What follows belongs to an exercise in optimizing a design on an open flow for small area and a short achievable clock period; a production flow would make more cautious choices.
No functional check of the RTL was part of any run shown here.
Power and IR drop assume default switching activity.

File: design/flow/design.v
module alu16bit (
  input clk,
  input reset,
  input [2:0] operation,
  input [15:0] operand_A,
  input [15:0] operand_B,
  output reg [31:0] result,
  output reg carry_flag,
  output reg zero_flag
);
  wire [15:0] a = operand_A;
  wire [15:0] b = operand_B;
  wire is_add = ~reset & (operation == 3'd0);
  wire is_sub = ~reset & (operation == 3'd1);
  wire is_mul = ~reset & (operation == 3'd2);
  wire [15:0] m = is_mul ? b : {15'd0, is_add | is_sub};
  reg [15:0] cv;
  always @(*) begin
    if (reset) cv = 16'd0;
    else
    case (operation)
      3'd0: cv = b;
      3'd1: cv = ~b;
      3'd3: cv = a & b;
      3'd4: cv = a | b;
      3'd5: cv = ~(a & b);
      3'd6: cv = ~(a | b);
      3'd7: cv = a ^ b;
      default: cv = 16'd0;
    endcase
  end
  wire cin = is_sub;
  wire [15:0] cvn;
  wire t00 = ~(is_sub | (~reset & (operation == 3'd5 || operation == 3'd6)));
  wire t01 = ~(is_add | (~reset & (operation == 3'd4 || operation == 3'd5 || operation == 3'd7)));
  wire t10 = ~(is_sub | (~reset & (operation == 3'd4 || operation == 3'd5 || operation == 3'd7)));
  wire t11 = ~(is_add | (~reset & (operation == 3'd3 || operation == 3'd4)));
  genvar cb;
  generate for (cb = 0; cb < 16; cb = cb + 1) begin : g_cv
    cvbit ucv (a[cb], b[cb], t00, t01, t10, t11, cvn[cb]);
  end endgenerate
  wire is_sub_n = ~is_sub;
  wire [15:0] an = ~a;
  wire [15:0] mn = ~m;
  wire p1;
  nor2 up1 (an[0], mn[0], p1);
  wire p2;
  nor2 up2 (an[1], mn[0], p2);
  wire p3;
  nor2 up3 (an[2], mn[0], p3);
  wire p4;
  nor2 up4 (an[3], mn[0], p4);
  wire p5;
  nor2 up5 (an[4], mn[0], p5);
  wire p6;
  nor2 up6 (an[5], mn[0], p6);
  wire p7;
  nor2 up7 (an[6], mn[0], p7);
  wire p8;
  nor2 up8 (an[7], mn[0], p8);
  wire p9;
  nor2 up9 (an[8], mn[0], p9);
  wire p10;
  nor2 up10 (an[9], mn[0], p10);
  wire p11;
  nor2 up11 (an[10], mn[0], p11);
  wire p12;
  nor2 up12 (an[11], mn[0], p12);
  wire p13;
  nor2 up13 (an[12], mn[0], p13);
  wire p14;
  nor2 up14 (an[13], mn[0], p14);
  wire p15;
  nor2 up15 (an[14], mn[0], p15);
  wire p16;
  nor2 up16 (an[15], mn[0], p16);
  wire p17;
  o21ai up17 (an[0], mn[1], cvn[1], p17);
  wire p18;
  o21ai up18 (an[1], mn[1], cvn[2], p18);
  wire p19;
  o21ai up19 (an[2], mn[1], cvn[3], p19);
  wire p20;
  o21ai up20 (an[3], mn[1], cvn[4], p20);
  wire p21;
  o21ai up21 (an[4], mn[1], cvn[5], p21);
  wire p22;
  o21ai up22 (an[5], mn[1], cvn[6], p22);
  wire p23;
  o21ai up23 (an[6], mn[1], cvn[7], p23);
  wire p24;
  o21ai up24 (an[7], mn[1], cvn[8], p24);
  wire p25;
  o21ai up25 (an[8], mn[1], cvn[9], p25);
  wire p26;
  o21ai up26 (an[9], mn[1], cvn[10], p26);
  wire p27;
  o21ai up27 (an[10], mn[1], cvn[11], p27);
  wire p28;
  o21ai up28 (an[11], mn[1], cvn[12], p28);
  wire p29;
  o21ai up29 (an[12], mn[1], cvn[13], p29);
  wire p30;
  o21ai up30 (an[13], mn[1], cvn[14], p30);
  wire p31;
  o21ai up31 (an[14], mn[1], cvn[15], p31);
  wire p32;
  nor2 up32 (an[15], mn[1], p32);
  wire p33;
  nor2 up33 (an[0], mn[2], p33);
  wire p34;
  nor2 up34 (an[1], mn[2], p34);
  wire p35;
  nor2 up35 (an[2], mn[2], p35);
  wire p36;
  nor2 up36 (an[3], mn[2], p36);
  wire p37;
  nor2 up37 (an[4], mn[2], p37);
  wire p38;
  nor2 up38 (an[5], mn[2], p38);
  wire p39;
  nor2 up39 (an[6], mn[2], p39);
  wire p40;
  nor2 up40 (an[7], mn[2], p40);
  wire p41;
  nor2 up41 (an[8], mn[2], p41);
  wire p42;
  nor2 up42 (an[9], mn[2], p42);
  wire p43;
  nor2 up43 (an[10], mn[2], p43);
  wire p44;
  nor2 up44 (an[11], mn[2], p44);
  wire p45;
  nor2 up45 (an[12], mn[2], p45);
  wire p46;
  nor2 up46 (an[13], mn[2], p46);
  wire p47;
  nor2 up47 (an[14], mn[2], p47);
  wire p48;
  nor2 up48 (an[15], mn[2], p48);
  wire p49;
  nor2 up49 (an[0], mn[3], p49);
  wire p50;
  nor2 up50 (an[1], mn[3], p50);
  wire p51;
  nor2 up51 (an[2], mn[3], p51);
  wire p52;
  nor2 up52 (an[3], mn[3], p52);
  wire p53;
  nor2 up53 (an[4], mn[3], p53);
  wire p54;
  nor2 up54 (an[5], mn[3], p54);
  wire p55;
  nor2 up55 (an[6], mn[3], p55);
  wire p56;
  nor2 up56 (an[7], mn[3], p56);
  wire p57;
  nor2 up57 (an[8], mn[3], p57);
  wire p58;
  nor2 up58 (an[9], mn[3], p58);
  wire p59;
  nor2 up59 (an[10], mn[3], p59);
  wire p60;
  nor2 up60 (an[11], mn[3], p60);
  wire p61;
  nor2 up61 (an[12], mn[3], p61);
  wire p62;
  nor2 up62 (an[13], mn[3], p62);
  wire p63;
  nor2 up63 (an[14], mn[3], p63);
  wire p64;
  nor2 up64 (an[15], mn[3], p64);
  wire p65;
  nor2 up65 (an[0], mn[4], p65);
  wire p66;
  nor2 up66 (an[1], mn[4], p66);
  wire p67;
  nor2 up67 (an[2], mn[4], p67);
  wire p68;
  nor2 up68 (an[3], mn[4], p68);
  wire p69;
  nor2 up69 (an[4], mn[4], p69);
  wire p70;
  nor2 up70 (an[5], mn[4], p70);
  wire p71;
  nor2 up71 (an[6], mn[4], p71);
  wire p72;
  nor2 up72 (an[7], mn[4], p72);
  wire p73;
  nor2 up73 (an[8], mn[4], p73);
  wire p74;
  nor2 up74 (an[9], mn[4], p74);
  wire p75;
  nor2 up75 (an[10], mn[4], p75);
  wire p76;
  nor2 up76 (an[11], mn[4], p76);
  wire p77;
  nor2 up77 (an[12], mn[4], p77);
  wire p78;
  nor2 up78 (an[13], mn[4], p78);
  wire p79;
  nor2 up79 (an[14], mn[4], p79);
  wire p80;
  nor2 up80 (an[15], mn[4], p80);
  wire p81;
  nor2 up81 (an[0], mn[5], p81);
  wire p82;
  nor2 up82 (an[1], mn[5], p82);
  wire p83;
  nor2 up83 (an[2], mn[5], p83);
  wire p84;
  nor2 up84 (an[3], mn[5], p84);
  wire p85;
  nor2 up85 (an[4], mn[5], p85);
  wire p86;
  nor2 up86 (an[5], mn[5], p86);
  wire p87;
  nor2 up87 (an[6], mn[5], p87);
  wire p88;
  nor2 up88 (an[7], mn[5], p88);
  wire p89;
  nor2 up89 (an[8], mn[5], p89);
  wire p90;
  nor2 up90 (an[9], mn[5], p90);
  wire p91;
  nor2 up91 (an[10], mn[5], p91);
  wire p92;
  nor2 up92 (an[11], mn[5], p92);
  wire p93;
  nor2 up93 (an[12], mn[5], p93);
  wire p94;
  nor2 up94 (an[13], mn[5], p94);
  wire p95;
  nor2 up95 (an[14], mn[5], p95);
  wire p96;
  nor2 up96 (an[15], mn[5], p96);
  wire p97;
  nor2 up97 (an[0], mn[6], p97);
  wire p98;
  nor2 up98 (an[1], mn[6], p98);
  wire p99;
  nor2 up99 (an[2], mn[6], p99);
  wire p100;
  nor2 up100 (an[3], mn[6], p100);
  wire p101;
  nor2 up101 (an[4], mn[6], p101);
  wire p102;
  nor2 up102 (an[5], mn[6], p102);
  wire p103;
  nor2 up103 (an[6], mn[6], p103);
  wire p104;
  nor2 up104 (an[7], mn[6], p104);
  wire p105;
  nor2 up105 (an[8], mn[6], p105);
  wire p106;
  nor2 up106 (an[9], mn[6], p106);
  wire p107;
  nor2 up107 (an[10], mn[6], p107);
  wire p108;
  nor2 up108 (an[11], mn[6], p108);
  wire p109;
  nor2 up109 (an[12], mn[6], p109);
  wire p110;
  nor2 up110 (an[13], mn[6], p110);
  wire p111;
  nor2 up111 (an[14], mn[6], p111);
  wire p112;
  nor2 up112 (an[15], mn[6], p112);
  wire p113;
  nor2 up113 (an[0], mn[7], p113);
  wire p114;
  nor2 up114 (an[1], mn[7], p114);
  wire p115;
  nor2 up115 (an[2], mn[7], p115);
  wire p116;
  nor2 up116 (an[3], mn[7], p116);
  wire p117;
  nor2 up117 (an[4], mn[7], p117);
  wire p118;
  nor2 up118 (an[5], mn[7], p118);
  wire p119;
  nor2 up119 (an[6], mn[7], p119);
  wire p120;
  nor2 up120 (an[7], mn[7], p120);
  wire p121;
  nor2 up121 (an[8], mn[7], p121);
  wire p122;
  nor2 up122 (an[9], mn[7], p122);
  wire p123;
  nor2 up123 (an[10], mn[7], p123);
  wire p124;
  nor2 up124 (an[11], mn[7], p124);
  wire p125;
  nor2 up125 (an[12], mn[7], p125);
  wire p126;
  nor2 up126 (an[13], mn[7], p126);
  wire p127;
  nor2 up127 (an[14], mn[7], p127);
  wire p128;
  nor2 up128 (an[15], mn[7], p128);
  wire p129;
  nor2 up129 (an[0], mn[8], p129);
  wire p130;
  nor2 up130 (an[1], mn[8], p130);
  wire p131;
  nor2 up131 (an[2], mn[8], p131);
  wire p132;
  nor2 up132 (an[3], mn[8], p132);
  wire p133;
  nor2 up133 (an[4], mn[8], p133);
  wire p134;
  nor2 up134 (an[5], mn[8], p134);
  wire p135;
  nor2 up135 (an[6], mn[8], p135);
  wire p136;
  nor2 up136 (an[7], mn[8], p136);
  wire p137;
  nor2 up137 (an[8], mn[8], p137);
  wire p138;
  nor2 up138 (an[9], mn[8], p138);
  wire p139;
  nor2 up139 (an[10], mn[8], p139);
  wire p140;
  nor2 up140 (an[11], mn[8], p140);
  wire p141;
  nor2 up141 (an[12], mn[8], p141);
  wire p142;
  nor2 up142 (an[13], mn[8], p142);
  wire p143;
  nor2 up143 (an[14], mn[8], p143);
  wire p144;
  nor2 up144 (an[15], mn[8], p144);
  wire p145;
  nor2 up145 (an[0], mn[9], p145);
  wire p146;
  nor2 up146 (an[1], mn[9], p146);
  wire p147;
  nor2 up147 (an[2], mn[9], p147);
  wire p148;
  nor2 up148 (an[3], mn[9], p148);
  wire p149;
  nor2 up149 (an[4], mn[9], p149);
  wire p150;
  nor2 up150 (an[5], mn[9], p150);
  wire p151;
  nor2 up151 (an[6], mn[9], p151);
  wire p152;
  nor2 up152 (an[7], mn[9], p152);
  wire p153;
  nor2 up153 (an[8], mn[9], p153);
  wire p154;
  nor2 up154 (an[9], mn[9], p154);
  wire p155;
  nor2 up155 (an[10], mn[9], p155);
  wire p156;
  nor2 up156 (an[11], mn[9], p156);
  wire p157;
  nor2 up157 (an[12], mn[9], p157);
  wire p158;
  nor2 up158 (an[13], mn[9], p158);
  wire p159;
  nor2 up159 (an[14], mn[9], p159);
  wire p160;
  nor2 up160 (an[15], mn[9], p160);
  wire p161;
  nor2 up161 (an[0], mn[10], p161);
  wire p162;
  nor2 up162 (an[1], mn[10], p162);
  wire p163;
  nor2 up163 (an[2], mn[10], p163);
  wire p164;
  nor2 up164 (an[3], mn[10], p164);
  wire p165;
  nor2 up165 (an[4], mn[10], p165);
  wire p166;
  nor2 up166 (an[5], mn[10], p166);
  wire p167;
  nor2 up167 (an[6], mn[10], p167);
  wire p168;
  nor2 up168 (an[7], mn[10], p168);
  wire p169;
  nor2 up169 (an[8], mn[10], p169);
  wire p170;
  nor2 up170 (an[9], mn[10], p170);
  wire p171;
  nor2 up171 (an[10], mn[10], p171);
  wire p172;
  nor2 up172 (an[11], mn[10], p172);
  wire p173;
  nor2 up173 (an[12], mn[10], p173);
  wire p174;
  nor2 up174 (an[13], mn[10], p174);
  wire p175;
  nor2 up175 (an[14], mn[10], p175);
  wire p176;
  nor2 up176 (an[15], mn[10], p176);
  wire p177;
  nor2 up177 (an[0], mn[11], p177);
  wire p178;
  nor2 up178 (an[1], mn[11], p178);
  wire p179;
  nor2 up179 (an[2], mn[11], p179);
  wire p180;
  nor2 up180 (an[3], mn[11], p180);
  wire p181;
  nor2 up181 (an[4], mn[11], p181);
  wire p182;
  nor2 up182 (an[5], mn[11], p182);
  wire p183;
  nor2 up183 (an[6], mn[11], p183);
  wire p184;
  nor2 up184 (an[7], mn[11], p184);
  wire p185;
  nor2 up185 (an[8], mn[11], p185);
  wire p186;
  nor2 up186 (an[9], mn[11], p186);
  wire p187;
  nor2 up187 (an[10], mn[11], p187);
  wire p188;
  nor2 up188 (an[11], mn[11], p188);
  wire p189;
  nor2 up189 (an[12], mn[11], p189);
  wire p190;
  nor2 up190 (an[13], mn[11], p190);
  wire p191;
  nor2 up191 (an[14], mn[11], p191);
  wire p192;
  nor2 up192 (an[15], mn[11], p192);
  wire p193;
  nor2 up193 (an[0], mn[12], p193);
  wire p194;
  nor2 up194 (an[1], mn[12], p194);
  wire p195;
  nor2 up195 (an[2], mn[12], p195);
  wire p196;
  nor2 up196 (an[3], mn[12], p196);
  wire p197;
  nor2 up197 (an[4], mn[12], p197);
  wire p198;
  nor2 up198 (an[5], mn[12], p198);
  wire p199;
  nor2 up199 (an[6], mn[12], p199);
  wire p200;
  nor2 up200 (an[7], mn[12], p200);
  wire p201;
  nor2 up201 (an[8], mn[12], p201);
  wire p202;
  nor2 up202 (an[9], mn[12], p202);
  wire p203;
  nor2 up203 (an[10], mn[12], p203);
  wire p204;
  nor2 up204 (an[11], mn[12], p204);
  wire p205;
  nor2 up205 (an[12], mn[12], p205);
  wire p206;
  nor2 up206 (an[13], mn[12], p206);
  wire p207;
  nor2 up207 (an[14], mn[12], p207);
  wire p208;
  nor2 up208 (an[15], mn[12], p208);
  wire p209;
  nor2 up209 (an[0], mn[13], p209);
  wire p210;
  nor2 up210 (an[1], mn[13], p210);
  wire p211;
  nor2 up211 (an[2], mn[13], p211);
  wire p212;
  nor2 up212 (an[3], mn[13], p212);
  wire p213;
  nor2 up213 (an[4], mn[13], p213);
  wire p214;
  nor2 up214 (an[5], mn[13], p214);
  wire p215;
  nor2 up215 (an[6], mn[13], p215);
  wire p216;
  nor2 up216 (an[7], mn[13], p216);
  wire p217;
  nor2 up217 (an[8], mn[13], p217);
  wire p218;
  nor2 up218 (an[9], mn[13], p218);
  wire p219;
  nor2 up219 (an[10], mn[13], p219);
  wire p220;
  nor2 up220 (an[11], mn[13], p220);
  wire p221;
  nor2 up221 (an[12], mn[13], p221);
  wire p222;
  nor2 up222 (an[13], mn[13], p222);
  wire p223;
  nor2 up223 (an[14], mn[13], p223);
  wire p224;
  nor2 up224 (an[15], mn[13], p224);
  wire p225;
  nor2 up225 (an[0], mn[14], p225);
  wire p226;
  nor2 up226 (an[1], mn[14], p226);
  wire p227;
  nor2 up227 (an[2], mn[14], p227);
  wire p228;
  nor2 up228 (an[3], mn[14], p228);
  wire p229;
  nor2 up229 (an[4], mn[14], p229);
  wire p230;
  nor2 up230 (an[5], mn[14], p230);
  wire p231;
  nor2 up231 (an[6], mn[14], p231);
  wire p232;
  nor2 up232 (an[7], mn[14], p232);
  wire p233;
  nor2 up233 (an[8], mn[14], p233);
  wire p234;
  nor2 up234 (an[9], mn[14], p234);
  wire p235;
  nor2 up235 (an[10], mn[14], p235);
  wire p236;
  nor2 up236 (an[11], mn[14], p236);
  wire p237;
  nor2 up237 (an[12], mn[14], p237);
  wire p238;
  nor2 up238 (an[13], mn[14], p238);
  wire p239;
  nor2 up239 (an[14], mn[14], p239);
  wire p240;
  nor2 up240 (an[15], mn[14], p240);
  wire p241;
  nor2 up241 (an[0], mn[15], p241);
  wire p242;
  o21ai up242 (an[1], mn[15], is_sub_n, p242);
  wire p243;
  o21ai up243 (an[2], mn[15], is_sub_n, p243);
  wire p244;
  o21ai up244 (an[3], mn[15], is_sub_n, p244);
  wire p245;
  o21ai up245 (an[4], mn[15], is_sub_n, p245);
  wire p246;
  o21ai up246 (an[5], mn[15], is_sub_n, p246);
  wire p247;
  o21ai up247 (an[6], mn[15], is_sub_n, p247);
  wire p248;
  o21ai up248 (an[7], mn[15], is_sub_n, p248);
  wire p249;
  o21ai up249 (an[8], mn[15], is_sub_n, p249);
  wire p250;
  o21ai up250 (an[9], mn[15], is_sub_n, p250);
  wire p251;
  o21ai up251 (an[10], mn[15], is_sub_n, p251);
  wire p252;
  o21ai up252 (an[11], mn[15], is_sub_n, p252);
  wire p253;
  o21ai up253 (an[12], mn[15], is_sub_n, p253);
  wire p254;
  o21ai up254 (an[13], mn[15], is_sub_n, p254);
  wire p255;
  o21ai up255 (an[14], mn[15], is_sub_n, p255);
  wire p256;
  o21ai up256 (an[15], mn[15], is_sub_n, p256);
  wire n257, n258;
  ha un257 (p14, p44, n257, n258);
  wire n259, n260;
  fa un259 (p15, p45, p60, n259, n260);
  wire n261, n262;
  ha un261 (p75, p90, n261, n262);
  wire n263, n264;
  fa un263 (p16, p46, p61, n263, n264);
  wire n265, n266;
  fa un265 (p76, p91, p106, n265, n266);
  wire n267, n268;
  ha un267 (p121, p136, n267, n268);
  wire n269, n270;
  fa un269 (p32, p47, p62, n269, n270);
  wire n271, n272;
  fa un271 (p77, p92, p107, n271, n272);
  wire n273, n274;
  ha un273 (p122, p137, n273, n274);
  wire n275, n276;
  fa un275 (p48, p63, p78, n275, n276);
  wire n277, n278;
  fa un277 (p93, p108, p123, n277, n278);
  wire n279, n280;
  fa un279 (p64, p79, p94, n279, n280);
  wire n281, n282;
  ha un281 (p10, p40, n281, n282);
  wire n283, n284;
  fa un283 (p11, p41, p56, n283, n284);
  wire n285, n286;
  ha un285 (p71, p86, n285, n286);
  wire n287, n288;
  fa un287 (p12, p42, p57, n287, n288);
  wire n289, n290;
  fa un289 (p72, p87, p102, n289, n290);
  wire n291, n292;
  ha un291 (p117, p132, n291, n292);
  wire n293, n294;
  fa un293 (p13, p43, p58, n293, n294);
  wire n295, n296;
  fa un295 (p73, p88, p103, n295, n296);
  wire n297, n298;
  fa un297 (p118, p133, p148, n297, n298);
  wire n299, n300;
  ha un299 (p163, p178, n299, n300);
  wire n301, n302;
  fa un301 (p59, p74, p89, n301, n302);
  wire n303, n304;
  fa un303 (p104, p119, p134, n303, n304);
  wire n305, n306;
  fa un305 (p149, p164, p179, n305, n306);
  wire n307, n308;
  fa un307 (p194, p209, p29, n307, n308);
  wire n309, n310;
  fa un309 (p105, p120, p135, n309, n310);
  wire n311, n312;
  fa un311 (p150, p165, p180, n311, n312);
  wire n313, n314;
  fa un313 (p195, p210, p225, n313, n314);
  wire n315, n316;
  fa un315 (p30, n258, n261, n315, n316);
  wire n317, n318;
  fa un317 (p151, p166, p181, n317, n318);
  wire n319, n320;
  fa un319 (p196, p211, p226, n319, n320);
  wire n321, n322;
  fa un321 (p241, p31, n262, n321, n322);
  wire n323, n324;
  fa un323 (n267, n260, n263, n323, n324);
  wire n325, n326;
  fa un325 (p152, p167, p182, n325, n326);
  wire n327, n328;
  fa un327 (p197, p212, p227, n327, n328);
  wire n329, n330;
  fa un329 (p242, n268, n273, n329, n330);
  wire n331, n332;
  fa un331 (n264, n266, n269, n331, n332);
  wire n333, n334;
  fa un333 (p138, p153, p168, n333, n334);
  wire n335, n336;
  fa un335 (p183, p198, p213, n335, n336);
  wire n337, n338;
  fa un337 (p228, p243, n274, n337, n338);
  wire n339, n340;
  fa un339 (n270, n272, n275, n339, n340);
  wire n341, n342;
  fa un341 (p109, p124, p139, n341, n342);
  wire n343, n344;
  fa un343 (p154, p169, p184, n343, n344);
  wire n345, n346;
  fa un345 (p199, p214, p229, n345, n346);
  wire n347, n348;
  fa un347 (p244, n276, n278, n347, n348);
  wire n349, n350;
  fa un349 (p80, p95, p110, n349, n350);
  wire n351, n352;
  fa un351 (p125, p140, p155, n351, n352);
  wire n353, n354;
  fa un353 (p170, p185, p200, n353, n354);
  wire n355, n356;
  fa un355 (p215, p230, p245, n355, n356);
  wire n357, n358;
  fa un357 (p96, p111, p126, n357, n358);
  wire n359, n360;
  fa un359 (p141, p156, p171, n359, n360);
  wire n361, n362;
  fa un361 (p186, p201, p216, n361, n362);
  wire n363, n364;
  fa un363 (p112, p127, p142, n363, n364);
  wire n365, n366;
  fa un365 (p157, p172, p187, n365, n366);
  wire n367, n368;
  fa un367 (p128, p143, p158, n367, n368);
  wire n369, n370;
  ha un369 (p7, p37, n369, n370);
  wire n371, n372;
  fa un371 (p8, p38, p53, n371, n372);
  wire n373, n374;
  ha un373 (p68, p83, n373, n374);
  wire n375, n376;
  fa un375 (p9, p39, p54, n375, n376);
  wire n377, n378;
  fa un377 (p69, p84, p99, n377, n378);
  wire n379, n380;
  ha un379 (p114, p129, n379, n380);
  wire n381, n382;
  fa un381 (p55, p70, p85, n381, n382);
  wire n383, n384;
  fa un383 (p100, p115, p130, n383, n384);
  wire n385, n386;
  fa un385 (p145, p25, n281, n385, n386);
  wire n387, n388;
  fa un387 (p101, p116, p131, n387, n388);
  wire n389, n390;
  fa un389 (p146, p161, p26, n389, n390);
  wire n391, n392;
  fa un391 (n282, n285, n283, n391, n392);
  wire n393, n394;
  fa un393 (p147, p162, p177, n393, n394);
  wire n395, n396;
  fa un395 (p27, n286, n291, n395, n396);
  wire n397, n398;
  fa un397 (n284, n287, n289, n397, n398);
  wire n399, n400;
  fa un399 (p193, p28, n292, n399, n400);
  wire n401, n402;
  fa un401 (n299, n288, n290, n401, n402);
  wire n403, n404;
  fa un403 (n293, n295, n297, n403, n404);
  wire n405, n406;
  fa un405 (n300, n257, n294, n405, n406);
  wire n407, n408;
  fa un407 (n296, n298, n301, n407, n408);
  wire n409, n410;
  fa un409 (n303, n305, n307, n409, n410);
  wire n411, n412;
  fa un411 (n302, n304, n306, n411, n412);
  wire n413, n414;
  fa un413 (n308, n259, n309, n413, n414);
  wire n415, n416;
  fa un415 (n311, n313, n315, n415, n416);
  wire n417, n418;
  fa un417 (n310, n312, n314, n417, n418);
  wire n419, n420;
  fa un419 (n265, n317, n319, n419, n420);
  wire n421, n422;
  fa un421 (n316, n321, n323, n421, n422);
  wire n423, n424;
  fa un423 (n318, n320, n271, n423, n424);
  wire n425, n426;
  fa un425 (n325, n327, n322, n425, n426);
  wire n427, n428;
  fa un427 (n329, n324, n331, n427, n428);
  wire n429, n430;
  fa un429 (n326, n328, n277, n429, n430);
  wire n431, n432;
  fa un431 (n333, n335, n330, n431, n432);
  wire n433, n434;
  fa un433 (n337, n332, n339, n433, n434);
  wire n435, n436;
  fa un435 (n334, n336, n279, n435, n436);
  wire n437, n438;
  fa un437 (n341, n343, n345, n437, n438);
  wire n439, n440;
  fa un439 (n338, n340, n347, n439, n440);
  wire n441, n442;
  fa un441 (n342, n344, n346, n441, n442);
  wire n443, n444;
  fa un443 (n280, n349, n351, n443, n444);
  wire n445, n446;
  fa un445 (n353, n355, n348, n445, n446);
  wire n447, n448;
  fa un447 (p231, p246, n350, n447, n448);
  wire n449, n450;
  fa un449 (n352, n354, n356, n449, n450);
  wire n451, n452;
  fa un451 (n357, n359, n361, n451, n452);
  wire n453, n454;
  fa un453 (p202, p217, p232, n453, n454);
  wire n455, n456;
  fa un455 (p247, n358, n360, n455, n456);
  wire n457, n458;
  fa un457 (n362, n363, n365, n457, n458);
  wire n459, n460;
  fa un459 (p173, p188, p203, n459, n460);
  wire n461, n462;
  fa un461 (p218, p233, p248, n461, n462);
  wire n463, n464;
  fa un463 (n364, n366, n367, n463, n464);
  wire n465, n466;
  fa un465 (p144, p159, p174, n465, n466);
  wire n467, n468;
  fa un467 (p189, p204, p219, n467, n468);
  wire n469, n470;
  fa un469 (p234, p249, n368, n469, n470);
  wire n471, n472;
  fa un471 (p160, p175, p190, n471, n472);
  wire n473, n474;
  fa un473 (p205, p220, p235, n473, n474);
  wire n475, n476;
  fa un475 (p176, p191, p206, n475, n476);
  wire n477, n478;
  ha un477 (p5, p35, n477, n478);
  wire n479, n480;
  fa un479 (p6, p36, p51, n479, n480);
  wire n481, n482;
  ha un481 (p66, p81, n481, n482);
  wire n483, n484;
  fa un483 (p52, p67, p82, n483, n484);
  wire n485, n486;
  fa un485 (p97, p22, n369, n485, n486);
  wire n487, n488;
  fa un487 (p98, p113, p23, n487, n488);
  wire n489, n490;
  fa un489 (n370, n373, n371, n489, n490);
  wire n491, n492;
  fa un491 (p24, n374, n379, n491, n492);
  wire n493, n494;
  fa un493 (n372, n375, n377, n493, n494);
  wire n495, n496;
  fa un495 (n380, n376, n378, n495, n496);
  wire n497, n498;
  fa un497 (n381, n383, n385, n497, n498);
  wire n499, n500;
  fa un499 (n382, n384, n387, n499, n500);
  wire n501, n502;
  fa un501 (n389, n386, n391, n501, n502);
  wire n503, n504;
  fa un503 (n388, n390, n393, n503, n504);
  wire n505, n506;
  fa un505 (n395, n392, n397, n505, n506);
  wire n507, n508;
  fa un507 (n394, n396, n399, n507, n508);
  wire n509, n510;
  fa un509 (n398, n401, n403, n509, n510);
  wire n511, n512;
  fa un511 (n400, n402, n404, n511, n512);
  wire n513, n514;
  fa un513 (n405, n407, n409, n513, n514);
  wire n515, n516;
  fa un515 (n406, n408, n411, n515, n516);
  wire n517, n518;
  fa un517 (n410, n413, n415, n517, n518);
  wire n519, n520;
  fa un519 (n412, n414, n417, n519, n520);
  wire n521, n522;
  fa un521 (n419, n416, n421, n521, n522);
  wire n523, n524;
  fa un523 (n418, n420, n423, n523, n524);
  wire n525, n526;
  fa un525 (n425, n422, n427, n525, n526);
  wire n527, n528;
  fa un527 (n424, n429, n426, n527, n528);
  wire n529, n530;
  fa un529 (n431, n428, n433, n529, n530);
  wire n531, n532;
  fa un531 (n430, n435, n437, n531, n532);
  wire n533, n534;
  fa un533 (n432, n434, n439, n533, n534);
  wire n535, n536;
  fa un535 (n436, n438, n441, n535, n536);
  wire n537, n538;
  fa un537 (n443, n445, n440, n537, n538);
  wire n539, n540;
  fa un539 (n442, n444, n447, n539, n540);
  wire n541, n542;
  fa un541 (n449, n451, n446, n541, n542);
  wire n543, n544;
  fa un543 (n453, n448, n450, n543, n544);
  wire n545, n546;
  fa un545 (n452, n455, n457, n545, n546);
  wire n547, n548;
  fa un547 (n454, n459, n461, n547, n548);
  wire n549, n550;
  fa un549 (n456, n458, n463, n549, n550);
  wire n551, n552;
  fa un551 (n460, n462, n465, n551, n552);
  wire n553, n554;
  fa un553 (n467, n464, n469, n553, n554);
  wire n555, n556;
  fa un555 (p250, n466, n468, n555, n556);
  wire n557, n558;
  fa un557 (n471, n473, n470, n557, n558);
  wire n559, n560;
  fa un559 (p221, p236, p251, n559, n560);
  wire n561, n562;
  fa un561 (n472, n474, n475, n561, n562);
  wire n563, n564;
  fa un563 (p192, p207, p222, n563, n564);
  wire n565, n566;
  fa un565 (p237, p252, n476, n565, n566);
  wire n567, n568;
  fa un567 (p208, p223, p238, n567, n568);
  wire n569, n570;
  ha un569 (p4, p34, n569, n570);
  wire n571, n572;
  fa un571 (p50, p65, p20, n571, n572);
  wire n573, n574;
  fa un573 (p21, n478, n481, n573, n574);
  wire n575, n576;
  fa un575 (n482, n480, n483, n575, n576);
  wire n577, n578;
  fa un577 (n484, n487, n486, n577, n578);
  wire n579, n580;
  fa un579 (n488, n491, n490, n579, n580);
  wire n581, n582;
  fa un581 (n492, n494, n495, n581, n582);
  wire n583, n584;
  fa un583 (n496, n499, n498, n583, n584);
  wire n585, n586;
  fa un585 (n500, n503, n502, n585, n586);
  wire n587, n588;
  fa un587 (n504, n507, n506, n587, n588);
  wire n589, n590;
  fa un589 (n508, n510, n511, n589, n590);
  wire n591, n592;
  fa un591 (n512, n515, n514, n591, n592);
  wire n593, n594;
  fa un593 (n516, n519, n518, n593, n594);
  wire n595, n596;
  fa un595 (n520, n523, n522, n595, n596);
  wire n597, n598;
  fa un597 (n524, n527, n526, n597, n598);
  wire n599, n600;
  fa un599 (n528, n531, n533, n599, n600);
  wire n601, n602;
  fa un601 (n532, n535, n534, n601, n602);
  wire n603, n604;
  fa un603 (n536, n539, n538, n603, n604);
  wire n605, n606;
  fa un605 (n540, n543, n545, n605, n606);
  wire n607, n608;
  fa un607 (n547, n544, n546, n607, n608);
  wire n609, n610;
  fa un609 (n548, n551, n550, n609, n610);
  wire n611, n612;
  fa un611 (n552, n555, n557, n611, n612);
  wire n613, n614;
  fa un613 (n559, n556, n561, n613, n614);
  wire n615, n616;
  fa un615 (n560, n563, n562, n615, n616);
  wire n617, n618;
  fa un617 (p253, n564, n567, n617, n618);
  wire n619, n620;
  fa un619 (p224, p239, p254, n619, n620);
  wire n621, n622;
  ha un621 (p3, p33, n621, n622);
  wire n623, n624;
  fa un623 (p49, p19, n569, n623, n624);
  wire n625, n626;
  fa un625 (n570, n477, n571, n625, n626);
  wire n627, n628;
  fa un627 (n572, n479, n573, n627, n628);
  wire n629, n630;
  fa un629 (n574, n485, n575, n629, n630);
  wire n631, n632;
  fa un631 (n576, n489, n577, n631, n632);
  wire n633, n634;
  fa un633 (n493, n578, n579, n633, n634);
  wire n635, n636;
  fa un635 (n497, n580, n581, n635, n636);
  wire n637, n638;
  fa un637 (n582, n501, n583, n637, n638);
  wire n639, n640;
  fa un639 (n505, n584, n585, n639, n640);
  wire n641, n642;
  fa un641 (n509, n586, n587, n641, n642);
  wire n643, n644;
  fa un643 (n513, n588, n589, n643, n644);
  wire n645, n646;
  fa un645 (n517, n590, n591, n645, n646);
  wire n647, n648;
  fa un647 (n592, n521, n593, n647, n648);
  wire n649, n650;
  fa un649 (n525, n594, n595, n649, n650);
  wire n651, n652;
  fa un651 (n529, n596, n597, n651, n652);
  wire n653, n654;
  fa un653 (n530, n598, n599, n653, n654);
  wire n655, n656;
  fa un655 (n537, n600, n601, n655, n656);
  wire n657, n658;
  fa un657 (n541, n602, n603, n657, n658);
  wire n659, n660;
  fa un659 (n542, n605, n604, n659, n660);
  wire n661, n662;
  fa un661 (n549, n607, n606, n661, n662);
  wire n663, n664;
  fa un663 (n553, n608, n609, n663, n664);
  wire n665, n666;
  fa un665 (n554, n610, n611, n665, n666);
  wire n667, n668;
  fa un667 (n558, n613, n612, n667, n668);
  wire n669, n670;
  fa un669 (n565, n614, n615, n669, n670);
  wire n671, n672;
  fa un671 (n566, n617, n616, n671, n672);
  wire n673, n674;
  fa un673 (n568, n619, n618, n673, n674);
  wire n675, n676;
  fa un675 (p240, p255, n620, n675, n676);
  wire n677, n678;
  fa un677 (cin, p1, cv[0], n677, n678);
  wire n679, n680;
  fa un679 (p2, p17, n678, n679, n680);
  wire n681, n682;
  fa un681 (p18, n621, n680, n681, n682);
  wire n683, n684;
  fa un683 (n622, n623, n682, n683, n684);
  wire n685, n686;
  fa un685 (n624, n625, n684, n685, n686);
  wire n687, n688;
  fa un687 (n626, n627, n686, n687, n688);
  wire n689, n690;
  ha un689 (n628, n629, n689, n690);
  wire n691, n692;
  ha un691 (n630, n631, n691, n692);
  wire n693, n694;
  ha un693 (n632, n633, n693, n694);
  wire n695, n696;
  ha un695 (n634, n635, n695, n696);
  wire n697, n698;
  ha un697 (n636, n637, n697, n698);
  wire n699, n700;
  ha un699 (n638, n639, n699, n700);
  wire n701, n702;
  ha un701 (n640, n641, n701, n702);
  wire n703, n704;
  ha un703 (n642, n643, n703, n704);
  wire n705, n706;
  ha un705 (n644, n645, n705, n706);
  wire n707, n708;
  ha un707 (n646, n647, n707, n708);
  wire n709, n710;
  ha un709 (n648, n649, n709, n710);
  wire n711, n712;
  ha un711 (n650, n651, n711, n712);
  wire n713, n714;
  ha un713 (n652, n653, n713, n714);
  wire n715, n716;
  ha un715 (n654, n655, n715, n716);
  wire n717, n718;
  ha un717 (n656, n657, n717, n718);
  wire n719, n720;
  ha un719 (n658, n659, n719, n720);
  wire n721, n722;
  ha un721 (n660, n661, n721, n722);
  wire n723, n724;
  ha un723 (n662, n663, n723, n724);
  wire n725, n726;
  ha un725 (n664, n665, n725, n726);
  wire n727, n728;
  ha un727 (n666, n667, n727, n728);
  wire n729, n730;
  ha un729 (n668, n669, n729, n730);
  wire n731, n732;
  ha un731 (n670, n671, n731, n732);
  wire n733, n734;
  ha un733 (n672, n673, n733, n734);
  wire n735, n736;
  ha un735 (n674, n675, n735, n736);
  wire n737, n738;
  ha un737 (n676, p256, n737, n738);
  wire n739;
  aoi21 un739 (n689, n688, n690, n739);
  wire n740;
  aoi21 un740 (n691, n690, n692, n740);
  wire n741;
  nand2 un741 (n691, n689, n741);
  wire n742;
  aoi21 un742 (n693, n692, n694, n742);
  wire n743;
  nand2 un743 (n693, n691, n743);
  wire n744;
  aoi21 un744 (n695, n694, n696, n744);
  wire n745;
  nand2 un745 (n695, n693, n745);
  wire n746;
  aoi21 un746 (n697, n696, n698, n746);
  wire n747;
  nand2 un747 (n697, n695, n747);
  wire n748;
  aoi21 un748 (n699, n698, n700, n748);
  wire n749;
  nand2 un749 (n699, n697, n749);
  wire n750;
  aoi21 un750 (n701, n700, n702, n750);
  wire n751;
  nand2 un751 (n701, n699, n751);
  wire n752;
  aoi21 un752 (n703, n702, n704, n752);
  wire n753;
  nand2 un753 (n703, n701, n753);
  wire n754;
  aoi21 un754 (n705, n704, n706, n754);
  wire n755;
  nand2 un755 (n705, n703, n755);
  wire n756;
  aoi21 un756 (n707, n706, n708, n756);
  wire n757;
  nand2 un757 (n707, n705, n757);
  wire n758;
  aoi21 un758 (n709, n708, n710, n758);
  wire n759;
  nand2 un759 (n709, n707, n759);
  wire n760;
  aoi21 un760 (n711, n710, n712, n760);
  wire n761;
  nand2 un761 (n711, n709, n761);
  wire n762;
  aoi21 un762 (n713, n712, n714, n762);
  wire n763;
  nand2 un763 (n713, n711, n763);
  wire n764;
  aoi21 un764 (n715, n714, n716, n764);
  wire n765;
  nand2 un765 (n715, n713, n765);
  wire n766;
  aoi21 un766 (n717, n716, n718, n766);
  wire n767;
  nand2 un767 (n717, n715, n767);
  wire n768;
  aoi21 un768 (n719, n718, n720, n768);
  wire n769;
  nand2 un769 (n719, n717, n769);
  wire n770;
  aoi21 un770 (n721, n720, n722, n770);
  wire n771;
  nand2 un771 (n721, n719, n771);
  wire n772;
  aoi21 un772 (n723, n722, n724, n772);
  wire n773;
  nand2 un773 (n723, n721, n773);
  wire n774;
  aoi21 un774 (n725, n724, n726, n774);
  wire n775;
  nand2 un775 (n725, n723, n775);
  wire n776;
  aoi21 un776 (n727, n726, n728, n776);
  wire n777;
  nand2 un777 (n727, n725, n777);
  wire n778;
  aoi21 un778 (n729, n728, n730, n778);
  wire n779;
  nand2 un779 (n729, n727, n779);
  wire n780;
  aoi21 un780 (n731, n730, n732, n780);
  wire n781;
  nand2 un781 (n731, n729, n781);
  wire n782;
  aoi21 un782 (n733, n732, n734, n782);
  wire n783;
  nand2 un783 (n733, n731, n783);
  wire n784;
  aoi21 un784 (n735, n734, n736, n784);
  wire n785;
  nand2 un785 (n735, n733, n785);
  wire n786;
  aoi21 un786 (n737, n736, n738, n786);
  wire n787;
  nand2 un787 (n737, n735, n787);
  wire n788;
  aoi21 un788 (is_sub, n738, 1'b0, n788);
  wire n789;
  nand2 un789 (is_sub, n737, n789);
  wire n790;
  inv1 un790 (n688, n790);
  wire n791;
  oai21 un791 (n741, n790, n740, n791);
  wire n792;
  oai21 un792 (n743, n739, n742, n792);
  wire n793;
  oai21 un793 (n745, n740, n744, n793);
  wire n794;
  nor2 un794 (n745, n741, n794);
  wire n795;
  oai21 un795 (n747, n742, n746, n795);
  wire n796;
  nor2 un796 (n747, n743, n796);
  wire n797;
  oai21 un797 (n749, n744, n748, n797);
  wire n798;
  nor2 un798 (n749, n745, n798);
  wire n799;
  oai21 un799 (n751, n746, n750, n799);
  wire n800;
  nor2 un800 (n751, n747, n800);
  wire n801;
  oai21 un801 (n753, n748, n752, n801);
  wire n802;
  nor2 un802 (n753, n749, n802);
  wire n803;
  oai21 un803 (n755, n750, n754, n803);
  wire n804;
  nor2 un804 (n755, n751, n804);
  wire n805;
  oai21 un805 (n757, n752, n756, n805);
  wire n806;
  nor2 un806 (n757, n753, n806);
  wire n807;
  oai21 un807 (n759, n754, n758, n807);
  wire n808;
  nor2 un808 (n759, n755, n808);
  wire n809;
  oai21 un809 (n761, n756, n760, n809);
  wire n810;
  nor2 un810 (n761, n757, n810);
  wire n811;
  oai21 un811 (n763, n758, n762, n811);
  wire n812;
  nor2 un812 (n763, n759, n812);
  wire n813;
  oai21 un813 (n765, n760, n764, n813);
  wire n814;
  nor2 un814 (n765, n761, n814);
  wire n815;
  oai21 un815 (n767, n762, n766, n815);
  wire n816;
  nor2 un816 (n767, n763, n816);
  wire n817;
  oai21 un817 (n769, n764, n768, n817);
  wire n818;
  nor2 un818 (n769, n765, n818);
  wire n819;
  oai21 un819 (n771, n766, n770, n819);
  wire n820;
  nor2 un820 (n771, n767, n820);
  wire n821;
  oai21 un821 (n773, n768, n772, n821);
  wire n822;
  nor2 un822 (n773, n769, n822);
  wire n823;
  oai21 un823 (n775, n770, n774, n823);
  wire n824;
  nor2 un824 (n775, n771, n824);
  wire n825;
  oai21 un825 (n777, n772, n776, n825);
  wire n826;
  nor2 un826 (n777, n773, n826);
  wire n827;
  oai21 un827 (n779, n774, n778, n827);
  wire n828;
  nor2 un828 (n779, n775, n828);
  wire n829;
  oai21 un829 (n781, n776, n780, n829);
  wire n830;
  nor2 un830 (n781, n777, n830);
  wire n831;
  oai21 un831 (n783, n778, n782, n831);
  wire n832;
  nor2 un832 (n783, n779, n832);
  wire n833;
  oai21 un833 (n785, n780, n784, n833);
  wire n834;
  nor2 un834 (n785, n781, n834);
  wire n835;
  oai21 un835 (n787, n782, n786, n835);
  wire n836;
  nor2 un836 (n787, n783, n836);
  wire n837;
  oai21 un837 (n789, n784, n788, n837);
  wire n838;
  nor2 un838 (n789, n785, n838);
  wire n839;
  aoi21 un839 (n794, n688, n793, n839);
  wire n840;
  inv1 un840 (n739, n840);
  wire n841;
  aoi21 un841 (n796, n840, n795, n841);
  wire n842;
  aoi21 un842 (n798, n791, n797, n842);
  wire n843;
  aoi21 un843 (n800, n792, n799, n843);
  wire n844;
  aoi21 un844 (n802, n793, n801, n844);
  wire n845;
  nand2 un845 (n802, n794, n845);
  wire n846;
  aoi21 un846 (n804, n795, n803, n846);
  wire n847;
  nand2 un847 (n804, n796, n847);
  wire n848;
  aoi21 un848 (n806, n797, n805, n848);
  wire n849;
  nand2 un849 (n806, n798, n849);
  wire n850;
  aoi21 un850 (n808, n799, n807, n850);
  wire n851;
  nand2 un851 (n808, n800, n851);
  wire n852;
  aoi21 un852 (n810, n801, n809, n852);
  wire n853;
  nand2 un853 (n810, n802, n853);
  wire n854;
  aoi21 un854 (n812, n803, n811, n854);
  wire n855;
  nand2 un855 (n812, n804, n855);
  wire n856;
  aoi21 un856 (n814, n805, n813, n856);
  wire n857;
  nand2 un857 (n814, n806, n857);
  wire n858;
  aoi21 un858 (n816, n807, n815, n858);
  wire n859;
  nand2 un859 (n816, n808, n859);
  wire n860;
  aoi21 un860 (n818, n809, n817, n860);
  wire n861;
  nand2 un861 (n818, n810, n861);
  wire n862;
  aoi21 un862 (n820, n811, n819, n862);
  wire n863;
  nand2 un863 (n820, n812, n863);
  wire n864;
  aoi21 un864 (n822, n813, n821, n864);
  wire n865;
  nand2 un865 (n822, n814, n865);
  wire n866;
  aoi21 un866 (n824, n815, n823, n866);
  wire n867;
  nand2 un867 (n824, n816, n867);
  wire n868;
  aoi21 un868 (n826, n817, n825, n868);
  wire n869;
  nand2 un869 (n826, n818, n869);
  wire n870;
  aoi21 un870 (n828, n819, n827, n870);
  wire n871;
  nand2 un871 (n828, n820, n871);
  wire n872;
  aoi21 un872 (n830, n821, n829, n872);
  wire n873;
  nand2 un873 (n830, n822, n873);
  wire n874;
  aoi21 un874 (n832, n823, n831, n874);
  wire n875;
  nand2 un875 (n832, n824, n875);
  wire n876;
  aoi21 un876 (n834, n825, n833, n876);
  wire n877;
  nand2 un877 (n834, n826, n877);
  wire n878;
  aoi21 un878 (n836, n827, n835, n878);
  wire n879;
  nand2 un879 (n836, n828, n879);
  wire n880;
  aoi21 un880 (n838, n829, n837, n880);
  wire n881;
  nand2 un881 (n838, n830, n881);
  wire n882;
  inv1 un882 (n688, n882);
  wire n883;
  oai21 un883 (n845, n882, n844, n883);
  wire n884;
  oai21 un884 (n847, n739, n846, n884);
  wire n885;
  inv1 un885 (n791, n885);
  wire n886;
  oai21 un886 (n849, n885, n848, n886);
  wire n887;
  inv1 un887 (n792, n887);
  wire n888;
  oai21 un888 (n851, n887, n850, n888);
  wire n889;
  oai21 un889 (n853, n839, n852, n889);
  wire n890;
  oai21 un890 (n855, n841, n854, n890);
  wire n891;
  oai21 un891 (n857, n842, n856, n891);
  wire n892;
  oai21 un892 (n859, n843, n858, n892);
  wire n893;
  oai21 un893 (n861, n844, n860, n893);
  wire n894;
  nor2 un894 (n861, n845, n894);
  wire n895;
  oai21 un895 (n863, n846, n862, n895);
  wire n896;
  nor2 un896 (n863, n847, n896);
  wire n897;
  oai21 un897 (n865, n848, n864, n897);
  wire n898;
  nor2 un898 (n865, n849, n898);
  wire n899;
  oai21 un899 (n867, n850, n866, n899);
  wire n900;
  nor2 un900 (n867, n851, n900);
  wire n901;
  oai21 un901 (n869, n852, n868, n901);
  wire n902;
  nor2 un902 (n869, n853, n902);
  wire n903;
  oai21 un903 (n871, n854, n870, n903);
  wire n904;
  nor2 un904 (n871, n855, n904);
  wire n905;
  oai21 un905 (n873, n856, n872, n905);
  wire n906;
  nor2 un906 (n873, n857, n906);
  wire n907;
  oai21 un907 (n875, n858, n874, n907);
  wire n908;
  nor2 un908 (n875, n859, n908);
  wire n909;
  oai21 un909 (n877, n860, n876, n909);
  wire n910;
  nor2 un910 (n877, n861, n910);
  wire n911;
  oai21 un911 (n879, n862, n878, n911);
  wire n912;
  nor2 un912 (n879, n863, n912);
  wire n913;
  oai21 un913 (n881, n864, n880, n913);
  wire n914;
  nor2 un914 (n881, n865, n914);
  wire n915;
  aoi21 un915 (n894, n688, n893, n915);
  wire n916;
  inv1 un916 (n739, n916);
  wire n917;
  aoi21 un917 (n896, n916, n895, n917);
  wire n918;
  aoi21 un918 (n898, n791, n897, n918);
  wire n919;
  aoi21 un919 (n900, n792, n899, n919);
  wire n920;
  inv1 un920 (n839, n920);
  wire n921;
  aoi21 un921 (n902, n920, n901, n921);
  wire n922;
  inv1 un922 (n841, n922);
  wire n923;
  aoi21 un923 (n904, n922, n903, n923);
  wire n924;
  inv1 un924 (n842, n924);
  wire n925;
  aoi21 un925 (n906, n924, n905, n925);
  wire n926;
  inv1 un926 (n843, n926);
  wire n927;
  aoi21 un927 (n908, n926, n907, n927);
  wire n928;
  aoi21 un928 (n910, n883, n909, n928);
  wire n929;
  aoi21 un929 (n912, n884, n911, n929);
  wire n930;
  aoi21 un930 (n914, n886, n913, n930);
  wire n931;
  xor2 un931 (n689, n688, n931);
  wire n932;
  xnor2 un932 (n691, n739, n932);
  wire n933;
  xor2 un933 (n693, n791, n933);
  wire n934;
  xor2 un934 (n695, n792, n934);
  wire n935;
  xnor2 un935 (n697, n839, n935);
  wire n936;
  xnor2 un936 (n699, n841, n936);
  wire n937;
  xnor2 un937 (n701, n842, n937);
  wire n938;
  xnor2 un938 (n703, n843, n938);
  wire n939;
  xor2 un939 (n705, n883, n939);
  wire n940;
  xor2 un940 (n707, n884, n940);
  wire n941;
  xor2 un941 (n709, n886, n941);
  wire n942;
  xor2 un942 (n711, n888, n942);
  wire n943;
  xor2 un943 (n713, n889, n943);
  wire n944;
  xor2 un944 (n715, n890, n944);
  wire n945;
  xor2 un945 (n717, n891, n945);
  wire n946;
  xor2 un946 (n719, n892, n946);
  wire n947;
  xnor2 un947 (n721, n915, n947);
  wire n948;
  xnor2 un948 (n723, n917, n948);
  wire n949;
  xnor2 un949 (n725, n918, n949);
  wire n950;
  xnor2 un950 (n727, n919, n950);
  wire n951;
  xnor2 un951 (n729, n921, n951);
  wire n952;
  xnor2 un952 (n731, n923, n952);
  wire n953;
  xnor2 un953 (n733, n925, n953);
  wire n954;
  xnor2 un954 (n735, n927, n954);
  wire n955;
  xnor2 un955 (n737, n928, n955);
  wire n956;
  xnor2 un956 (is_sub, n929, n956);
  wire [31:0] s = {n956, n955, n954, n953, n952, n951, n950, n949, n948, n947, n946, n945, n944, n943, n942, n941, n940, n939, n938, n937, n936, n935, n934, n933, n932, n931, n687, n685, n683, n681, n679, n677};
  wire borrow = is_sub & s[16];
  wire zero_lo = (s[15:0] == 16'd0);
  wire zero_mul = (a == 16'd0) | (b == 16'd0);
  wire [31:0] r = s;
  wire z = ~reset & (is_mul ? zero_mul : zero_lo);
  always @(posedge clk) begin
    result     <= r;
    carry_flag <= borrow;
    zero_flag  <= z;
  end
endmodule
module fa (input a, input b, input c, output s, output co);
  assign s = a ^ b ^ c;
  assign co = (a & b) | (a & c) | (b & c);
endmodule
module ha (input a, input b, output s, output co);
  assign s = a ^ b;
  assign co = a & b;
endmodule
module xor2 (input a, input b, output y);
  assign y = a ^ b;
endmodule
module xnor2 (input a, input b, output y);
  assign y = ~(a ^ b);
endmodule
module nand2 (input a, input b, output y);
  assign y = ~(a & b);
endmodule
module nor2 (input a, input b, output y);
  assign y = ~(a | b);
endmodule
module inv1 (input a, output y);
  assign y = ~a;
endmodule
module cvbit (input a, input b, input t00, input t01, input t10, input t11, output y);
  assign y = a ? (b ? t11 : t10) : (b ? t01 : t00);
endmodule
module aoi21 (input a, input b, input c, output y);
  assign y = ~((a & b) | c);
endmodule
module o21ai (input a, input b, input c, output y);
  assign y = ~((a | b) & c);
endmodule
module oai21 (input a, input b, input c, output y);
  assign y = ~((a | b) & c);
endmodule
File: design/flow/flow/run.sh
#!/bin/bash
# The standard layout, with the port buffers made of plain buffers (sky130
# buf_1, which the resizer may upsize) instead of the delay-cell buffers that
# buffer_ports picks by default.
set -euo pipefail
export BUFFER_PORTS_ARGS="-buffer_cell sky130_fd_sc_hd__buf_1"
bash standard.sh > standard.log 2>&1
File: design/flow/standard.sh
#!/bin/bash
# synth_recipe.tcl (not shown) runs the flow's synth.tcl, then flattens the netlist and writes it again
# the make line also repeats each setting of config.mk as NAME=value (left out here)
make -C /OpenROAD-flow-scripts/flow DESIGN_CONFIG=/design/flow/config.mk WORK_HOME=/design/flow/orfs CLKGATE_MAP_FILE= SYNTH_SCRIPT=/design/flow/synth_recipe.tcl "${@:-finish}"
File: design/flow/config.mk
export PLATFORM = sky130hd
export DESIGN_NAME = alu16bit
export DESIGN_NICKNAME = alu16bit
export VERILOG_FILES = /design/flow/design.v
export SDC_FILE = /design/flow/constraint.sdc
export NUM_CORES = 4
export LEC_CHECK = 0
export ABC_AREA = 0
export CAP_MARGIN = 20
export CORE_MARGIN = 2
export CORE_UTILIZATION = 40
export GPL_TIMING_DRIVEN = 0
export SLEW_MARGIN = 20
export SYNTH_HIERARCHICAL = 1
File: design/flow/constraint.sdc
create_clock -name core_clock -period 7.2 [get_ports {clk}]
set_input_delay 1.4400 -clock core_clock [delete_from_list [all_inputs] [get_ports {clk}]]
set_output_delay 1.4400 -clock core_clock [all_outputs]
set_load 0.01 [all_outputs]
==> metrics.log, run 1 <==
INFO  metric fin_hold_ws = 1.56 ns
INFO  metric crit_required = 7.44 ns
INFO  metric routed_via_density = 5.71
INFO  metric boundaryPins = 71
INFO  metric postRouteAntennaNets = 0
INFO  metric core_area = 0.0203 mm^2
INFO  metric route.final.wire_length = 25,200 um
INFO  metric ys_ff_latch = 34
INFO  metric timing.final.max_slew_violations = 0
INFO  metric fraction_of_final_layout_cells_sized_beyond_drive_strength_1 = 0.119
INFO  metric grt_usage = 0.240
INFO  metric fp-row-count = 52
INFO  metric cts.clk_slew.worst_paths = 0.06 ns
INFO  metric initial_standard_cell_utilization_of_the_core = 0.408
INFO  metric clock_tree.buffer_depth = 2
INFO  metric area_contributors_post_synth = sky130_fd_sc_hd__fa_1 (49%), sky130_fd_sc_hd__nor2_1 (12%), sky130_fd_sc_hd__dfxtp_1 (8.2%)
INFO  metric synth.yosys.seq_area_share = 0.0822
INFO  metric detailed_routing_iterations_pass_1 = 4
INFO  metric setup-violations-final = 0
INFO  metric post-route-drc-count = 0
INFO  metric dp_hpwl = 19,100 um
INFO  metric synth_compound_area_frac = 0.113
INFO  metric tritoncts = built
INFO  metric antenna_violations_before_repair = 0
INFO  metric synth_top_family_by_area = adder cells
INFO  metric synthesis.instances = 837
INFO  metric antenna_cells = 0
INFO  metric nets = 1,195
INFO  metric finish.instance_area = 0.00914 mm^2
INFO  metric maximum_fanout_encountered_on_the_critical_timing_path = 15
INFO  metric power-per-cell-area = 104 mW/mm^2
INFO  metric grt_max_degree = 18
INFO  metric grt_pass1_wl = 40,300 um
INFO  metric cts-root-buf = sky130_fd_sc_hd__clkbuf_16
INFO  metric placement.io_buffers = 67
INFO  metric cts_buffers = 5
INFO  metric synth_area_per_cell = 9.90 um^2
INFO  metric area_delta_synth_final = 10.3%
INFO  metric yosys.area_share.simple = 0.169
INFO  metric design.die.area = 0.0219 mm^2
INFO  metric total_power = 953 uW
INFO  metric place_ws = -0.416 ns
INFO  metric final.setup.worst_slack = 0.319 ns
INFO  metric detail_route.iter0.violations = 516
INFO  metric finalWeightedCongestion = 0.908
INFO  metric layoutNonFillerInstCount = 1,186
INFO  metric endpoint_kind = flip-flop
INFO  metric synthMuxAreaShare = 0.0420
INFO  metric static-leakage-power = 0.00431 uW
INFO  metric placedInstanceArea = 0.00887 mm^2
INFO  metric synth-edff-count = 0
INFO  metric final_common_cell = sky130_fd_sc_hd__nor2_1
INFO  metric num_vias = 6,773
INFO  metric netlist-cell-type-count = 33
INFO  metric crit_arrival = 7.12 ns
INFO  metric vdd_ir_drop_max = 0.000128 V
INFO  metric final_cell_mix = sky130_fd_sc_hd__nor2_1 (262), sky130_fd_sc_hd__fa_1 (201), sky130_fd_sc_hd__o21ai_1 (72)
INFO  metric yosysTopAreaCellShare = 0.486
INFO  metric mappedNetlistArea = 0.00829 mm^2
INFO  metric fillerInstances = 1,997
INFO  metric hold_viol = 0
INFO  metric number_of_warning_messages_in_the_yosys_log = 7
INFO  metric grt_pass1_vias = 7,200
INFO  metric yosys.area.top_type = sky130_fd_sc_hd__fa_1
INFO  metric net_count_after_synthesis = 1,117
INFO  metric cts_max_level = 2
INFO  metric clkSinkCount = 34
INFO  metric numPlacedInstances = 1,174
INFO  metric synth_xor_area_frac = 0.0275
INFO  metric cap_violations = 0
INFO  metric dieHeight = 148 um
INFO  metric final_cycle_share = 0.956
INFO  metric detail_route.wl_per_cell = 21.3 um
INFO  metric synth_ff_type = sky130_fd_sc_hd__dfxtp_1
INFO  metric worst-setup-path-type = in2reg
INFO  metric die_x = 148 um
INFO  metric proportion_of_synthesized_flip_flops_having_asynchronous_set_or_reset = 0
INFO  metric fmax = 0.145 GHz
INFO  metric worst-slew-pin-transition = 1.06 ns
INFO  metric outcome = complete, no violations
INFO  metric setup.worst_path.start_class = input port
INFO  metric timing.slew.headroom = 0.291
INFO  metric hold_class = in2reg
INFO  metric layout_min_cycle_time = 6.88 ns
INFO  metric synthAdderAreaFrac = 0.549
INFO  metric globalRoute.totalOverflow = 0
kinds of logic (layout without fill, tap and decap cells):
group           Yosys count  in the layout
xor+xnor                 26             26
fa+ha+maj               243            243
flops                    34             34
compound gates          139            139
simple gates            346            346
mux                      16             16
buf+inv                  33            112
per-module statistics from Yosys (local to each module, per instance), a selection:
module | cell area (um^2) | flip-flops and latches | cells | times used
nor2 | 3.75 | 0 | 1 | 258
aoi21 | 8.76 | 0 | 1 | 57
o21ai | 5.00 | 0 | 1 | 30
xor2 | 8.76 | 0 | 1 | 11
fa | 20.0 | 0 | 1 | 201
xnor2 | 8.76 | 0 | 1 | 15
ha | 12.5 | 0 | 1 | 40
cvbit | 22.5 | 0 | 1 | 15
oai21 | 5.00 | 0 | 1 | 42
alu16bit | 1170 | 34 | 116 | 1
final timing paths:
kind                     start         end  slack (ns)  cells past startpoint
hold / removal           reset  result[31]        1.56                      3
setup / recovery  operation[1]   zero_flag        0.32                     19
cells in the mapped netlist (all sizes together), types with 4 or more instances:
cell type / count
nand2b: 5
fa: 201
nor4: 12
o21ai: 73
xnor2: 15
inv: 29
xor2: 11
nand2: 59
mux4: 15
nor2: 262
dfxtp: 34
a21oi: 59
buf: 4
ha: 42
stage by stage:
step	setup TNS, ns	util
after floorplan	0	-
after global placement	-3.28	0.437
after detailed placement	-2.54	0.437
after CTS	0	0.448
after global routing	-0.00433	0.450
final	0	0.450
routing by layer:
layer	routed length, um	global-route usage	up-vias
met3	2180	0.0540	47
met1	11000	0.351	3500
met2	11400	0.363	305
li1	-	-	2921
met5	0	0	-
met4	571	0.0624	0
state kept, by name (all words and copies together) (netlist names):
register    flops
carry_flag      1
result         32
zero_flag       1
repair_timing:
action | CTS | global route
setup buffers | 0 | 4
pin swaps | 0 | 1
resized for setup | 6 | 9
hold buffers | 0 | 0
setup endpoints to repair | 2 | 14
layout make-up:
cell class / instances / area (um^2) / share of cell area
plain buffers: 4 / 38.8 / 0.00424
clock buffers: 5 / 125 / 0.0137
clock inverters: 3 / 68.8 / 0.00753
inverters: 29 / 109 / 0.0119
multi-input cells: 770 / 7500 / 0.820
flip-flops and latches: 34 / 681 / 0.0745
well taps: 270 / 338 / 0.0370
repair buffers: 71 / 283 / 0.0309
worst max-delay path, stage by stage:
cell and delay, ns:
sky130_fd_sc_hd__clkbuf_2 0.16, sky130_fd_sc_hd__nand2_1 0.11, sky130_fd_sc_hd__nor2_1 0.04, sky130_fd_sc_hd__o21bai_1 0.82, sky130_fd_sc_hd__mux4_2 0.42, sky130_fd_sc_hd__o21ai_1 0.08, sky130_fd_sc_hd__fa_1 0.53, sky130_fd_sc_hd__fa_1 0.49
sky130_fd_sc_hd__fa_1 0.41, sky130_fd_sc_hd__fa_1 0.51, sky130_fd_sc_hd__fa_1 0.42, sky130_fd_sc_hd__ha_1 0.37, sky130_fd_sc_hd__a21oi_2 0.23, sky130_fd_sc_hd__o21ai_1 0.15, sky130_fd_sc_hd__a21oi_2 0.16, sky130_fd_sc_hd__o21ai_1 0.13
sky130_fd_sc_hd__xor2_1 0.20, sky130_fd_sc_hd__nor4_2 0.29, sky130_fd_sc_hd__o21a_1 0.14
power breakdown:
group / leakage, uW / internal (uW) / switching [uW]
combinational: 0.00393 / 151 / 278
clock: 0.0000940 / 199 / 87.5
sequential: 0.000282 / 227 / 10.6
==> run 2: changes to the inputs <==
--- a/design/flow/design.v
+++ b/design/flow/design.v
@@ -1477,7 +1477,12 @@
   wire zero_lo = (s[15:0] == 16'd0);
   wire zero_mul = (a == 16'd0) | (b == 16'd0);
   wire [31:0] r = s;
-  wire z = ~reset & (is_mul ? zero_mul : zero_lo);
+  wire z_e = ~reset & ~is_mul & ~(|s[11:0]);
+  wire z_m = ~reset & is_mul & zero_mul;
+  wire z_l1, z_l2, z;
+  nor2 uz1 (s[15], s[14], z_l1);
+  nor2 uz2 (s[13], s[12], z_l2);
+  a31o uz3 (z_l1, z_l2, z_e, z_m, z);
   always @(posedge clk) begin
     result     <= r;
     carry_flag <= borrow;
@@ -1507,6 +1512,9 @@
 module inv1 (input a, output y);
   assign y = ~a;
 endmodule
+module a31o (input a, input b, input c, input d, output y);
+  assign y = (a & b & c) | d;
+endmodule
 module cvbit (input a, input b, input t00, input t01, input t10, input t11, output y);
   assign y = a ? (b ? t11 : t10) : (b ? t01 : t00);
 endmodule
==> run 2 against run 1 <==
Net effect:
- still clean
- area after synthesis about the same
- synthesized cell count increased by 0.36%
- flip-flop and latch count unchanged
- first-iteration DRC count increased by 14%
- critical path type unchanged
- sequential power about the same
- routed wire length increased by 0.41%
==> metrics.log, run 2 <==
INFO  metric num_vias = 6,801 (+0.41%)
INFO  metric placement.io_buffers = 69 (+3.0%)
INFO  metric yosys.area_share.simple = 0.169 (+0.000555)
INFO  metric postRouteAntennaNets = 0 (unchanged)
INFO  metric tritoncts = built
INFO  metric ys_ff_latch = 34 (unchanged)
INFO  metric hold_viol = 0 (unchanged)
INFO  metric synthMuxAreaShare = 0.0420 (about the same)
INFO  metric layout_min_cycle_time = 6.95 ns (+0.0730 ns)
INFO  metric synth_area_per_cell = 9.86 um^2 (-0.42%)
INFO  metric intPower = 505 uW (-13%)
INFO  metric relative_contribution_of_the_clock_network_to_total_power = 0.231 (-0.069)
INFO  metric detail_route.wl_per_cell = 21.3 um (+0.33%)
INFO  metric critPathSlowestCell = sky130_fd_sc_hd__fa_1
INFO  metric power-per-cell-area = 95.6 mW/mm^2 (-8.3%)
INFO  metric detail_route.iter0.violations = 587 (+14%)
INFO  metric number_of_warning_messages_in_the_yosys_log = 7 (unchanged)
INFO  metric yosysTopAreaCellShare = 0.486 (about the same)
INFO  metric synth-edff-count = 0 (unchanged)
INFO  metric cap_violations = 0 (unchanged)
INFO  metric cts.clk_slew.worst_paths = 0.05 ns (about the same)
INFO  metric vdd_ir_drop_max = 0.0000756 V (-41%)
INFO  metric final_cell_mix = sky130_fd_sc_hd__nor2_1 (264), sky130_fd_sc_hd__fa_1 (201), sky130_fd_sc_hd__o21ai_1 (72)
INFO  metric worst-slew-pin-transition = 0.828 ns (-0.233 ns)
INFO  metric post-synth-top-count-cell = sky130_fd_sc_hd__nor2_1
INFO  metric net-switching-power = 362 uW (-3.6%)
INFO  metric critPathMaxStageDelay = 0.55 ns (-0.27 ns)
INFO  metric core_area = 0.0203 mm^2 (unchanged)
INFO  metric grt_max_degree = 18 (unchanged)
INFO  metric synth_top_family_by_area = adder cells
INFO  metric crit_family = adder cells
INFO  metric timing.slew.headroom = 0.447 (+0.156)
INFO  metric timing.critical_path.buf_inv = 2 (+1)
INFO  metric setup.worst_path.start_class = input port
INFO  metric area_delta_synth_final = 9.49%
INFO  metric synth_compound_area_frac = 0.113 (-0.000234)
INFO  metric dp_hpwl = 19,600 um (+2.5%)
INFO  metric crit_arrival = 7.17 ns (+0.05 ns)
INFO  metric crit_top_cell = sky130_fd_sc_hd__fa_1
INFO  metric setup.worst_path.start = operand_A[0]
INFO  metric crit_end = zero_flag
INFO  metric final_common_cell = sky130_fd_sc_hd__nor2_1
INFO  metric initial_standard_cell_utilization_of_the_core = 0.408 (about the same)
INFO  metric synthAdderAreaFrac = 0.549 (about the same)
INFO  metric net_sw_frac = 0.418 (+0.0234)
INFO  metric crit_required = 7.42 ns (-0.02 ns)
INFO  metric design.die.area = 0.0219 mm^2 (about the same)
INFO  metric synth.cells.most_frequent = sky130_fd_sc_hd__nor2_1 (264), sky130_fd_sc_hd__fa_1 (201), sky130_fd_sc_hd__o21ai_1 (72)
INFO  metric finalWeightedCongestion = 0.862 (-5.1%)
INFO  metric synth.yosys.seq_area_share = 0.0822 (about the same)
INFO  metric endpoint_kind = flip-flop
INFO  metric timing.setup.tns = 0 ns (unchanged)
INFO  metric cts_max_level = 2 (unchanged)
INFO  metric antenna_violations_before_repair = 0 (unchanged)
INFO  metric boundaryPins = 71 (unchanged)
INFO  metric cts_buffers = 5 (unchanged)
INFO  metric timing.final.max_slew_violations = 0 (unchanged)
INFO  metric largest_reg_flops = 32 (unchanged)
INFO  metric fp-row-count = 52 (unchanged)
INFO  metric pwr-share-comb = 0.494 (+0.044)
INFO  metric synth_xor_area_frac = 0.0286 (+0.00107)
INFO  metric net_count_after_synthesis = 1,120 (+0.27%)
INFO  metric outcome = complete, no violations
INFO  metric die_x = 148 um (about the same)
INFO  metric dieHeight = 148 um (about the same)
INFO  metric synth_ff_type = sky130_fd_sc_hd__dfxtp_1
INFO  metric path_depth = 19 (unchanged)
INFO  metric maximum_fanout_encountered_on_the_critical_timing_path = 17 (+2)
INFO  metric post-route-drc-count = 0 (unchanged)
INFO  metric largestRegisters = result (32), carry_flag (1), zero_flag (1)
INFO  metric detailed_routing_iterations_pass_1 = 5 (+1)
run 2: how the worst min path moves through the flow:
stage | start | end | depth (start not counted) | slack (ns)
finish | operation[0] | carry_flag | 3 | 1.65
global placement | result[14] | result[14] | 1 | 1.83
CTS | operation[0] | carry_flag | 3 | 1.64
floorplan | reset | carry_flag | 2 | 1.67
detailed placement | result[4] | result[4] | 1 | 1.83
global route | operation[0] | carry_flag | 3 | 1.67
run 2: final cells by class:
| cell class | instances | area, um^2 | area share |
|---|---|---|---|
| timing repair buffer | 70 | 279 | 0.0308 |
| tap | 270 | 338 | 0.0373 |
| multi-input combinational | 775 | 7500 | 0.828 |
| inverter | 28 | 105 | 0.0116 |
| sequential | 34 | 681 | 0.0751 |
| clock buffer | 7 | 133 | 0.0146 |
| buffer | 3 | 27.5 | 0.00304 |
run 2: cell families (layout without fill, tap and decap cells):
logic type,after synthesis,after routing
buffers and inverters,31,108
muxes,16,16
xor gates and xnor gates,27,27
and+or+nand+nor,349,349
DFF,34,34
AOI/OAI and AO/OA,140,140
adders and majority gates,243,243
run 2: per-layer routing:
layer	wire (um)	vias to the layer above	global-route usage
met3	2390	56	0.0534
met1	10400	3457	0.340
li1	-	2925	-
met2	11800	363	0.375
met4	715	0	0.0724
met5	0	-	0
run 2: per-module statistics from Yosys, one instance, submodules excluded:
module | area (um^2) | cells | flops+latches | copies in the design
aoi21 | 8.76 | 1 | 0 | 57
o21ai | 5.00 | 1 | 0 | 30
a31o | 8.76 | 1 | 0 | 1
cvbit | 22.5 | 1 | 0 | 15
ha | 12.5 | 1 | 0 | 40
inv1 | 3.75 | 1 | 0 | 10
alu16bit | 1150 | 116 | 34 | 1
fa | 20.0 | 1 | 0 | 201
xor2 | 8.76 | 1 | 0 | 11
xnor2 | 8.76 | 1 | 0 | 15
nand2 | 3.75 | 1 | 0 | 42
nor2 | 3.75 | 1 | 0 | 260
oai21 | 5.00 | 1 | 0 | 42
run 2: power groups by stage:
stage / Sequential (uW) / Clock [uW] / Combinational, uW
floorplan: 261 / 0 / 254
global placement: 242 / 0 / 422
detailed placement: 242 / 0 / 422
CTS: 238 / 204 / 426
global route: 241 / 212 / 469
finish: 238 / 201 / 429
run 2: stage by stage:
step	cells	setup WS, ns	instance area [um^2]	utilization
6_report	1187	0.246	9070	0.447
2_1_floorplan	840	0.860	8280	-
3_3_place_gp	1179	-0.196	8880	0.437
4_1_cts	1186	0.00732	9010	0.444
5_1_grt	1187	0.0134	9070	0.447
3_5_place_dp	1179	-0.251	8880	0.437
run 2: what timing repair did:
action	4_1_cts	5_1_grt
resized for setup	0	13
endpoints found under the setup margin	0	14
buffers inserted	0	1
hold buffers	0	0

==> separate check: timing with driven ports <==
The flow's constraints put no driver on any port. The routed layouts listed below were extracted and timed again, unchanged, in two steps.
Step 1 assumes that a clkbuf_16 drives the clock port and a buf_2 every other input.
Step 2, shift: input delay + t, output delay - t, t = (earliest + latest rising clock arrival at the registers) / 2. This alone moves slack from input paths to output paths.
Three values: no drivers, after step 1, after step 2; two values: the first two.
| run | t, ns | setup WS [ns] | slew at the worst register clock pin (ns) | worst data-port slew with drivers (ns) | pins driven straight from the clock port |
|---|---|---|---|---|---|
| run 1 | 0.317 | 0.319 / 0.329 / 0.012 | 0.06 / 0.06 | 0.04 | 1 |
| run 2 | 0.313 | 0.246 / 0.260 / -0.053 | 0.05 / 0.05 | 0.05 | 1 |
Met with ideal ports but missed after step 2: setup timing in run 2. For run 1, which loses most, drivers alone change the setup slack by +0.010 ns; drivers and shift together by -0.307 ns.
